From an optimization exercise on the open Yosys and OpenROAD flow, aimed at a short achievable clock period and few clock cycles; shortcuts taken in it are not production practice. Function was checked by simulation only, so behaviour that the tests miss may differ from the original.

File: design/flow/run.sh
#!/bin/bash
# synth_recipe.tcl (not shown) runs the flow's synth.tcl, then flattens the netlist and writes it again
# the make line also repeats each setting of config.mk as NAME=value (left out here)
make -C /OpenROAD-flow-scripts/flow DESIGN_CONFIG=/design/flow/config.mk WORK_HOME=/design/flow/orfs CLKGATE_MAP_FILE= SYNTH_SCRIPT=/design/flow/synth_recipe.tcl finish
File: design/flow/config.mk
export PLATFORM = sky130hd
export DESIGN_NAME = tiny16
export DESIGN_NICKNAME = tiny16
export VERILOG_FILES = /design/flow/design.v
export SDC_FILE = /design/flow/constraint.sdc
export NUM_CORES = 4
export LEC_CHECK = 0
export CAP_MARGIN = 20
export CORE_MARGIN = 2
export CORE_UTILIZATION = 40
export SLEW_MARGIN = 20
File: design/flow/constraint.sdc
create_clock -name core_clock -period 52.0 [get_ports {CLK}]
set_input_delay 10.4000 -clock core_clock [delete_from_list [all_inputs] [get_ports {CLK}]]
set_output_delay 10.4000 -clock core_clock [all_outputs]
set_load 0.01 [all_outputs]
File: design/flow/design.v
module tiny16 (
    input  CLK,
    input  RST,
    input  [7:0] IN,
    output [7:0] OUT,
    output OUT_EN,
    output USBPU,
    output HALTED,
    output [15:0] MEM_ADDR,
    output MEM_WE,
    output [15:0] MEM_WDATA,
    input  [15:0] MEM_RDATA
);
  assign USBPU = 1'b0;
  localparam DK = 4;             
  localparam DN = 16 / DK;       
  reg [15:0] maddr;              
  reg        mwe;
  reg [15:0] mwdata;
  reg [15:0] fpc;                
  reg        fv;                 
  reg        arr_v;              
  reg [15:0] q0, q1;             
  reg        q0v, q1v;
  reg [15:0] ir;                 
  reg        ir_v;
  reg [15:0] pce;                
  reg [1:0]  ph;                 
  reg [2:0]  dcnt;               
  reg [15:0] ldr;                
  reg [3:0]  flags;              
  reg        halt;
  reg [7:0]  out_r;
  reg        out_en;
  reg [7:0]  in_r;
  reg [15:0] gpr [2:15];
  reg [15:0] dq, dr, db;         
  assign MEM_ADDR  = maddr;
  assign MEM_WE    = mwe;
  assign MEM_WDATA = mwdata;
  assign OUT       = out_r;
  assign OUT_EN    = out_en;
  assign HALTED    = halt;
  wire [3:0] op = ir[15:12];
  wire [3:0] fn = ir[11:8];
  wire [3:0] rd = ir[7:4];
  wire [3:0] rs = ir[3:0];
  wire is_alu   = (op[3:2] == 2'b01);
  wire alu_imm  = fn[1];
  wire alu_mem  = !fn[1] && fn[0];
  wire [3:0] aop_i = {op[1:0], fn[3:2]};
  wire is_div   = is_alu && (aop_i == 4'd5 || aop_i == 4'd6);
  wire is_ldm   = (op == 4'd3 && fn == 4'd2);
  wire is_stm   = (op == 4'd3 && fn == 4'd3);
  wire is_push  = (op == 4'd10 && fn == 4'd0);
  wire is_pop   = (op == 4'd10 && fn == 4'd1);
  wire is_ld    = is_ldm || is_pop || (is_alu && alu_mem);
  wire is_st    = is_stm || is_push;
  wire is_in    = (op == 4'd0 && fn == 4'd1);
  wire is_out   = (op == 4'd0 && fn == 4'd2);
  wire is_hlt   = (op == 4'd0 && fn == 4'd15);
  wire is_lli   = (op == 4'd1);
  wire is_lui   = (op == 4'd2);
  wire is_mov0  = (op == 4'd3 && fn == 4'd0);
  wire is_mov1  = (op == 4'd3 && fn == 4'd1);
  wire is_jalr  = (op == 4'd8);
  wire is_br    = (op == 4'd9);
  wire [15:0] rpc = pce + 16'd1;            
  wire [15:0] rv [0:15];
  assign rv[0] = 16'h0000;
  assign rv[1] = rpc;
  genvar gi;
  generate for (gi = 2; gi < 16; gi = gi + 1) begin : rvg
    assign rv[gi] = gpr[gi];
  end endgenerate
  wire alu_step = is_alu && (alu_mem ? (ph == 2'd3) : (ph == 2'd0));
  wire [3:0] rb_sel = (is_alu && alu_mem && ph == 2'd3) ? 4'd15 : rs;
  wire [15:0] ra_v = rv[rd];
  wire [15:0] rb_v = rv[rb_sel];
  wire [15:0] sp   = gpr[2];
  wire [15:0] a_op = (is_alu && alu_imm && rd == 4'd15) ? {12'b0, rs} : ra_v;
  wire [15:0] b_op = (is_alu && alu_imm) ? {12'b0, rs} : rb_v;
  wire [3:0]  aop  = is_alu ? aop_i : 4'd1;
  reg [15:0] nq, nr;
  reg [16:0] t;
  integer k;
  always @(*) begin
    nq = dq;
    nr = dr;
    for (k = 0; k < DK; k = k + 1) begin
      t = {nr, nq[15]};
      nq = {nq[14:0], 1'b0};
      if (t >= {1'b0, db}) begin
        t = t - {1'b0, db};
        nq[0] = 1'b1;
      end
      nr = t[15:0];
    end
  end
  wire [16:0] A = {1'b0, a_op};
  wire [16:0] B = {1'b0, b_op};
  reg  [16:0] res;
  always @(*) begin
    case (aop)
      4'd0:  res = A + B;
      4'd1:  res = A - B;
      4'd2:  res = A + B + {16'b0, flags[2]};
      4'd3:  res = A - B - ~{16'b0, flags[2]};
      4'd4:  res = A * B;
      4'd5:  res = {1'b0, nq};
      4'd6:  res = {1'b0, nr};
      4'd7:  res = 17'h0;
      4'd8:  res = A & B;
      4'd9:  res = A | B;
      4'd10: res = A ^ B;
      4'd11: res = ~B;
      4'd12, 4'd14: res = (b_op >= 16'd17) ? 17'h0 : (A << b_op[4:0]);
      default:      res = (b_op >= 16'd17) ? 17'h0 : (A >> b_op[4:0]);
    endcase
  end
  wire [3:0] nflags = {(a_op[15] == b_op[15]) && (res[15] != a_op[15]),
                       res[16], res[15], res[15:0] == 16'h0};
  reg br_take;
  always @(*) begin
    case (fn)
      4'd0: br_take = nflags[0];
      4'd1: br_take = !nflags[0];
      4'd2: br_take = nflags[1];
      4'd3: br_take = !nflags[1];
      4'd4: br_take = nflags[2];
      4'd5: br_take = !nflags[2];
      4'd6: br_take = nflags[3];
      4'd7: br_take = !nflags[3];
      default: br_take = 1'b0;
    endcase
  end
  wire run = ir_v && !halt;
  wire div_fin = (dcnt == DN);
  wire alu_done = alu_step && (!is_div || div_fin);
  wire [15:0] sp_m1 = sp - 16'd1;
  wire [15:0] sp_p1 = sp + 16'd1;
  wire [15:0] st_addr = is_push ? sp_m1 : rb_v;
  wire [15:0] st_data = (is_push && rd == 4'd2) ? sp_m1 : ra_v;
  wire [15:0] ld_addr = is_pop ? sp : rb_v;
  wire [15:0] smc_d = st_addr - rpc;
  wire smc = (smc_d[15:2] == 14'd0);       
  wire ld_post = (is_alu && alu_mem) || ((is_ldm || is_pop) && rd == 4'd1) || (is_pop && rd == 4'd2);
  reg        done;
  reg        we_lo, we_hi;
  reg [3:0]  wa;
  reg [15:0] wd;
  reg        w15;                
  reg        fl_we;
  reg        redir_x;            
  reg [15:0] tx;
  reg        dacc, dwe;
  reg [15:0] dadr, ddat;
  reg        ld_arr;             
  always @(*) begin
    done = 1'b0;
    we_lo = 1'b0; we_hi = 1'b0; wa = rd; wd = res[15:0];
    w15 = 1'b0; fl_we = 1'b0;
    redir_x = 1'b0; tx = rpc;
    dacc = 1'b0; dwe = 1'b0; dadr = ld_addr; ddat = st_data;
    ld_arr = 1'b0;
    if (run) begin
      if (is_ld) begin
        case (ph)
          2'd0: begin
            dacc = 1'b1;
            if (is_pop) begin we_lo = 1'b1; we_hi = 1'b1; wa = 4'd2; wd = sp_p1; end
          end
          2'd1: ;
          2'd2: begin
            ld_arr = 1'b1;
            done = !ld_post;
            if (!(is_ldm || is_pop) || rd != 4'd1) begin
              we_lo = 1'b1; we_hi = 1'b1;
              wa = alu_mem && is_alu ? 4'd15 : rd;
              wd = MEM_RDATA;
            end
          end
          default: begin
            if (is_alu) begin
              done = alu_done;
              fl_we = alu_done;
              we_lo = alu_done; we_hi = alu_done;
            end else if (rd == 4'd1) begin
              done = 1'b1; we_lo = 1'b1; we_hi = 1'b1; wa = 4'd1; wd = ldr;
            end else begin
              done = 1'b1; we_lo = 1'b1; we_hi = 1'b1; wa = 4'd2; wd = sp_p1;
            end
          end
        endcase
      end else if (is_st) begin
        if (ph == 2'd0) begin
          dacc = 1'b1; dwe = 1'b1; dadr = st_addr;
          done = !smc;
          if (is_push) begin we_lo = 1'b1; we_hi = 1'b1; wa = 4'd2; wd = sp_m1; end
        end else begin
          done = 1'b1; redir_x = 1'b1; tx = rpc;
        end
      end else if (is_alu) begin
        done = alu_done;
        fl_we = alu_done;
        we_lo = alu_done; we_hi = alu_done;
        w15 = alu_imm;
      end else begin
        done = 1'b1;
        if (is_in) begin
          we_lo = 1'b1; we_hi = 1'b1; wd = in_r[7] ? {9'b0, in_r[6:0]} : 16'h0;
        end else if (is_lli || is_lui) begin
          we_lo = is_lli; we_hi = is_lui; wa = fn; wd = {ir[7:0], ir[7:0]};
        end else if (is_mov0) begin
          we_lo = 1'b1; we_hi = 1'b1; wd = rb_v;
        end else if (is_mov1) begin
          we_lo = 1'b1; we_hi = 1'b1; wa = rs; wd = ra_v;
        end else if (is_jalr) begin
          we_lo = 1'b1; we_hi = 1'b1; wd = rpc;
          redir_x = 1'b1;
          tx = (rs == rd && rd != 4'd0) ? rpc : rb_v;
        end else if (is_br) begin
          fl_we = 1'b1;
          redir_x = br_take;
          tx = gpr[3];
        end
      end
    end
  end
  wire wr_pc = (we_lo || we_hi) && wa == 4'd1 && !redir_x;
  wire [15:0] tpc = {we_hi ? wd[15:8] : rpc[15:8], we_lo ? wd[7:0] : rpc[7:0]};
  wire redirect = done && (redir_x || wr_pc);
  wire [15:0] target = redir_x ? tx : tpc;
  wire take = done || !ir_v;
  reg [15:0] ir_n, q0_n, q1_n;
  reg ir_v_n, q0v_n, q1v_n;
  always @(*) begin
    ir_n = ir; q0_n = q0; q1_n = q1;
    ir_v_n = ir_v; q0v_n = q0v; q1v_n = q1v;
    if (redirect || halt) begin
      ir_v_n = 1'b0; q0v_n = 1'b0; q1v_n = 1'b0;
    end else if (take) begin
      if (q0v) begin
        ir_n = q0; ir_v_n = 1'b1;
        if (q1v) begin
          q0_n = q1; q0v_n = 1'b1;
          q1_n = MEM_RDATA; q1v_n = arr_v;
        end else begin
          q0_n = MEM_RDATA; q0v_n = arr_v;
          q1v_n = 1'b0;
        end
      end else begin
        ir_n = MEM_RDATA; ir_v_n = arr_v;
      end
    end else if (arr_v) begin
      if (!q0v) begin q0_n = MEM_RDATA; q0v_n = 1'b1; end
      else      begin q1_n = MEM_RDATA; q1v_n = 1'b1; end
    end
  end
  wire [1:0] qn = {1'b0, q0v_n} + {1'b0, q1v_n} + {1'b0, fv};
  wire can_issue = (qn <= 2'd1);
  integer i;
  always @(posedge CLK or posedge RST) begin
    if (RST) begin
      maddr <= 16'h0000; mwe <= 1'b0; fpc <= 16'h0000; fv <= 1'b1;
      arr_v <= 1'b0; q0v <= 1'b0; q1v <= 1'b0; ir_v <= 1'b0;
      pce <= 16'h0000; ph <= 2'd0; dcnt <= 3'd0;
      flags <= 4'h0; halt <= 1'b0; out_r <= 8'h55; out_en <= 1'b0;
      for (i = 2; i < 16; i = i + 1) gpr[i] <= (i == 2) ? 16'h0100 : 16'h0000;
    end else begin
      mwe <= 1'b0;
      arr_v <= fv && !redirect && !halt;
      if (halt || (run && is_hlt)) begin
        fv <= 1'b0;
      end else if (redirect) begin
        maddr <= target; fpc <= target; fv <= 1'b1;
      end else if (dacc) begin
        maddr <= dadr; mwe <= dwe; fv <= 1'b0;
      end else if (can_issue) begin
        maddr <= fpc + 16'd1; fpc <= fpc + 16'd1; fv <= 1'b1;
      end else begin
        fv <= 1'b0;
      end
      ir_v <= ir_v_n; q0v <= q0v_n; q1v <= q1v_n;
      if (run) begin
        if (done) begin
          pce <= redirect ? target : pce + 16'd1;
          ph <= 2'd0;
        end else if (!(alu_step && is_div)) begin
          ph <= ph + 2'd1;
        end
        if (alu_step && is_div) dcnt <= div_fin ? 3'd0 : dcnt + 3'd1;
        if (fl_we) flags <= nflags;
        if (is_hlt) halt <= 1'b1;
        if (w15) gpr[15] <= {12'b0, rs};
        for (i = 2; i < 16; i = i + 1) begin
          if (wa == i && we_lo) gpr[i][7:0] <= wd[7:0];
          if (wa == i && we_hi) gpr[i][15:8] <= wd[15:8];
        end
      end
      out_en <= run && is_out;
      if (run && is_out) out_r <= ra_v[7:0];
    end
  end
  always @(posedge CLK) begin
    ir <= ir_n; q0 <= q0_n; q1 <= q1_n;
    in_r <= IN;
    if (dacc && dwe) mwdata <= ddat;
    if (ld_arr) ldr <= MEM_RDATA;
    if (alu_step && is_div) begin
      if (dcnt == 3'd0) begin
        dq <= a_op; dr <= 16'h0; db <= b_op;
      end else begin
        dq <= nq; dr <= nr;
      end
    end
  end
endmodule
==> run notes <==
count of placed standard cells in the final layout, fillers left out=roughly 6400; fin. max-slew vios=0; async set or reset register ratio after synthesis=68.4%; top-level I/O count=70; number of distinct library cells after synthesis=125; total wire length after detailed routing=roughly 210000 um; number of clock sinks=430; fin nets=between 5000 and 6000; Routed wire per std cell=approximately 33 um; Post-Syn Area=approximately 0.042 mm^2; hold buffer count at CTS=0; fin area=about 0.047 mm^2; setup-violating endpoint count in the final report=0; placed cell areas=roughly 0.045 mm^2; Crit path arrival time=~16 ns; critical path endpoint category=register; leading cell type by number of instances after synthesis=sky130_fd_sc_hd__nand2_1; H-tree depth reported by CTS=2; routed vias=43400; Tcrit/Tclk final=a little under a third; synthesis-to-layout area growth=10.0%; final hold violation count=0; area inside the core boundary=around 0.11 mm^2; total CTS buffers=52; initial core utilization=40.3%; clock transition at the registers of the reported paths=0.06 ns; number of enable flip-flop cells after synthesis=between 100 and 150; maximum number of pins on one net before global-route repair=130; RePlAce Congestion=about 1.1; outcome=complete, no violations; number of placement rows=about 120; Worst Clk Skew=around 0.042 ns; worst-path maximum fanout=20; Resized cells post-CTS=0; initial antenna violation count=17; final-layout setup total negative slack=0 ns; cell at the slowest stage of the critical path=sky130_fd_sc_hd__o41ai_1; Setup crit start kind=register; main flop type after synthesis=sky130_fd_sc_hd__dfrtp_1; total setup buffers inserted after CTS=0; largest cells by area after synthesis=sky130_fd_sc_hd__dfrtp_1 (17%), sky130_fd_sc_hd__edfxtp_1 (9.1%), sky130_fd_sc_hd__mux2_2 (6.4%), sky130_fd_sc_hd__ha_1 (5.7%), sky130_fd_sc_hd__fa_1 (4.7%); overall die area=around 0.11 mm^2; worst setup slack before clock tree synthesis=36.56 ns; count of state elements after synthesis=430; tightest slew margin relative to the limit=about 14%; aggregate global-route resource usage=a little under two fifths; number of DRC markers after the initial detailed-route iteration=about 6300; Bufs on Longest Clock Path=3; die height=about 330 um; class of the most critical setup path=reg -> reg; CTS Root Cell=sky130_fd_sc_hd__clkbuf_16; DRT Pass-1 Iters=12; post-synth top area share=~17%; final critical delay including setup and external delays=around 16 ns; fraction of final layout cells with drive strength greater than 1=about an eighth; required time worst endpoint=52.59 ns; yosys warns=2; Syn Nets=roughly 5300; number of global-route vias before repair=between 40000 and 50000; largest area contributor in the synthesized netlist=sky130_fd_sc_hd__dfrtp_1; half-perimeter wire length after detailed placement=between 150000 and 200000 um; CTS tree=done; post-route DRC violation count=0; wire length of the first global-routing pass=between 300000 and 400000 um; die width=329 um; max-cap violations=0; worst stage delay on the critical path=approximately 0.67 ns; clock latency of the later-clocked register in the worst-skew pair=0.70 ns; placed instance count=approximately 6300; Mapped Cells=approximately 5000; Synth Area per Inst=roughly 8.5 um^2; buffers added on ports=between 60 and 70; worst hold-check path type=reg -> reg; Vias per Instance=slightly below 7; Synth top cells by count=sky130_fd_sc_hd__nand2_1 (524), sky130_fd_sc_hd__nor2_1 (406), sky130_fd_sc_hd__a21oi_1 (301); fraction of the yosys area taken by sequential cells=between 20% and 30%; Max Freq=around 64 MHz; remaining antenna violation count=0; worst path setup slack after routing=roughly 36 ns; RSZ-0062 raised after global routing=no; total overflow reported by the global router=0; actual transition at the worst max-transition pin=about 1.3 ns; Critical Path Most Common Cell=sky130_fd_sc_hd__ha_1
## cell usage in the layout, fill, tap and decap left out, drive strengths merged, types with 45 or more instances in the layout
master and n:
dfrtp 288, a221oi 62, nor2 407, and3 51
xnor2 113, ha 193, o22ai 61, o21ai 300
inv 293, o211ai 119, xor2 66, a31oi 70
a211oi 61, nand3 128, fa 100, nor3 101
a21o 45, a21oi 301, nor2b 52, nand2 527
nand2b 54, edfxtp 128, buf 174, mux2i 147
clkdlybuf4s50 68, mux2 244, clkbuf 67, a22oi 62
## final timing paths
path	depth (start not counted)	endpoint	slack (ns)	from
max reg2reg	51	fpc[8]$_DFFE_PP0P_	36.27	db[1]$_DFFE_PP_
min reg2reg	1	maddr[1]$_DFFE_PP0P_	0.50	maddr[1]$_DFFE_PP0P_
max	51	fpc[8]$_DFFE_PP0P_	36.27	db[1]$_DFFE_PP_
min in group asynchronous	2	gpr[5][3]$_DFFE_PP0P_	10.25	RST
min	1	maddr[1]$_DFFE_PP0P_	0.50	maddr[1]$_DFFE_PP0P_
max in group asynchronous	3	gpr[3][9]$_DFFE_PP0P_	40.18	RST
## flip-flops by register name, indices dropped and copies added (netlist names), 2 cells and up
name and flops:
db 16, dcnt 3, dq 16, dr 16, fpc 16, gpr 224, in_r 8, ir 16
ldr 16, maddr 16, mwdata 16, out_r 8, pce 16, ph 2, q0 16, q1 16
## cell families after synthesis
kind of cell	after synthesis	synth area share, %
AOI/OAI and AO/OA	1490	24.1
DFF	430	26.8
xor gates and xnor gates	184	3.97
other	1	0.00885
and+or+nand+nor	1601	18.3
adders and majority gates	293	10.4
muxes	396	10.2
buffers and inverters	609	6.03
## final cells by class
cell class / count / area, um^2
antenna: 8 / 20.0
clock buffer: 67 / 1460
clock inverter: 31 / 324
fill: 10600 / 58500
inverter: 290 / 1100
multi-input combinational: 3965 / 28600
sequential: 430 / 11400
tap: 1391 / 1740
timing repair buffer: 242 / 2010
## worst max-delay path: cells and delay by family, from the launching register on
kind | cells | cell delay [ns]
AOI/OAI and AO/OA | 27 | 8.65
adders and majority gates | 5 | 1.60
buffers and inverters | 3 | 1.04
DFF | 1 | 0.35
muxes | 1 | 0.39
and+or+nand+nor | 15 | 3.58
## per-layer routing
layer  global-route usage, %  up-vias  wire [um]
met4                    29.7       22      20400
met2                    57.9     2908      90600
met5                  0.0435        -        205
met3                    10.0      898      22300
li1                        -    18500          -
met1                    46.6    21100      79000
## metrics by stage
stage | util [%] | hold slack, ns
global route | 44.3 | 0.521
floorplan | - | 0.464
finish | 44.3 | 0.505
global placement | 42.6 | 0.480
CTS | 44.3 | 0.508
detailed placement | 42.6 | 0.496
Testbench counts, summed over its fixed seeds: cycles 41,700.

## what the ideal ports hide
How much do the figures lean on ideal ports? The routed layout below was timed once more, with nothing changed but the port constraints. Step 1 assumes that a clkbuf_16 drives the clock port and a buf_2 every other input. Step 2 times the ports against the registers' clock, not the clock port: input delays grow and output delays shrink by t, the midpoint of the rising clock arrivals with the driver on. Three values: ideal ports, drivers, drivers and shift; two values: the first two.
shift t [ns]: 0.749
setup WS [ns]: 36.266 / 36.266 / 36.266
worst hold slack (ns): 0.505 / 0.505 / 0.505
clock arrival spread, ns: 0.042 / 0.042
cell pins on the clock port's net: 1
After both steps setup and hold are still met in this run. The setup slack of this run moves by 0.000 ns with the drivers and by 0.000 ns with both steps.
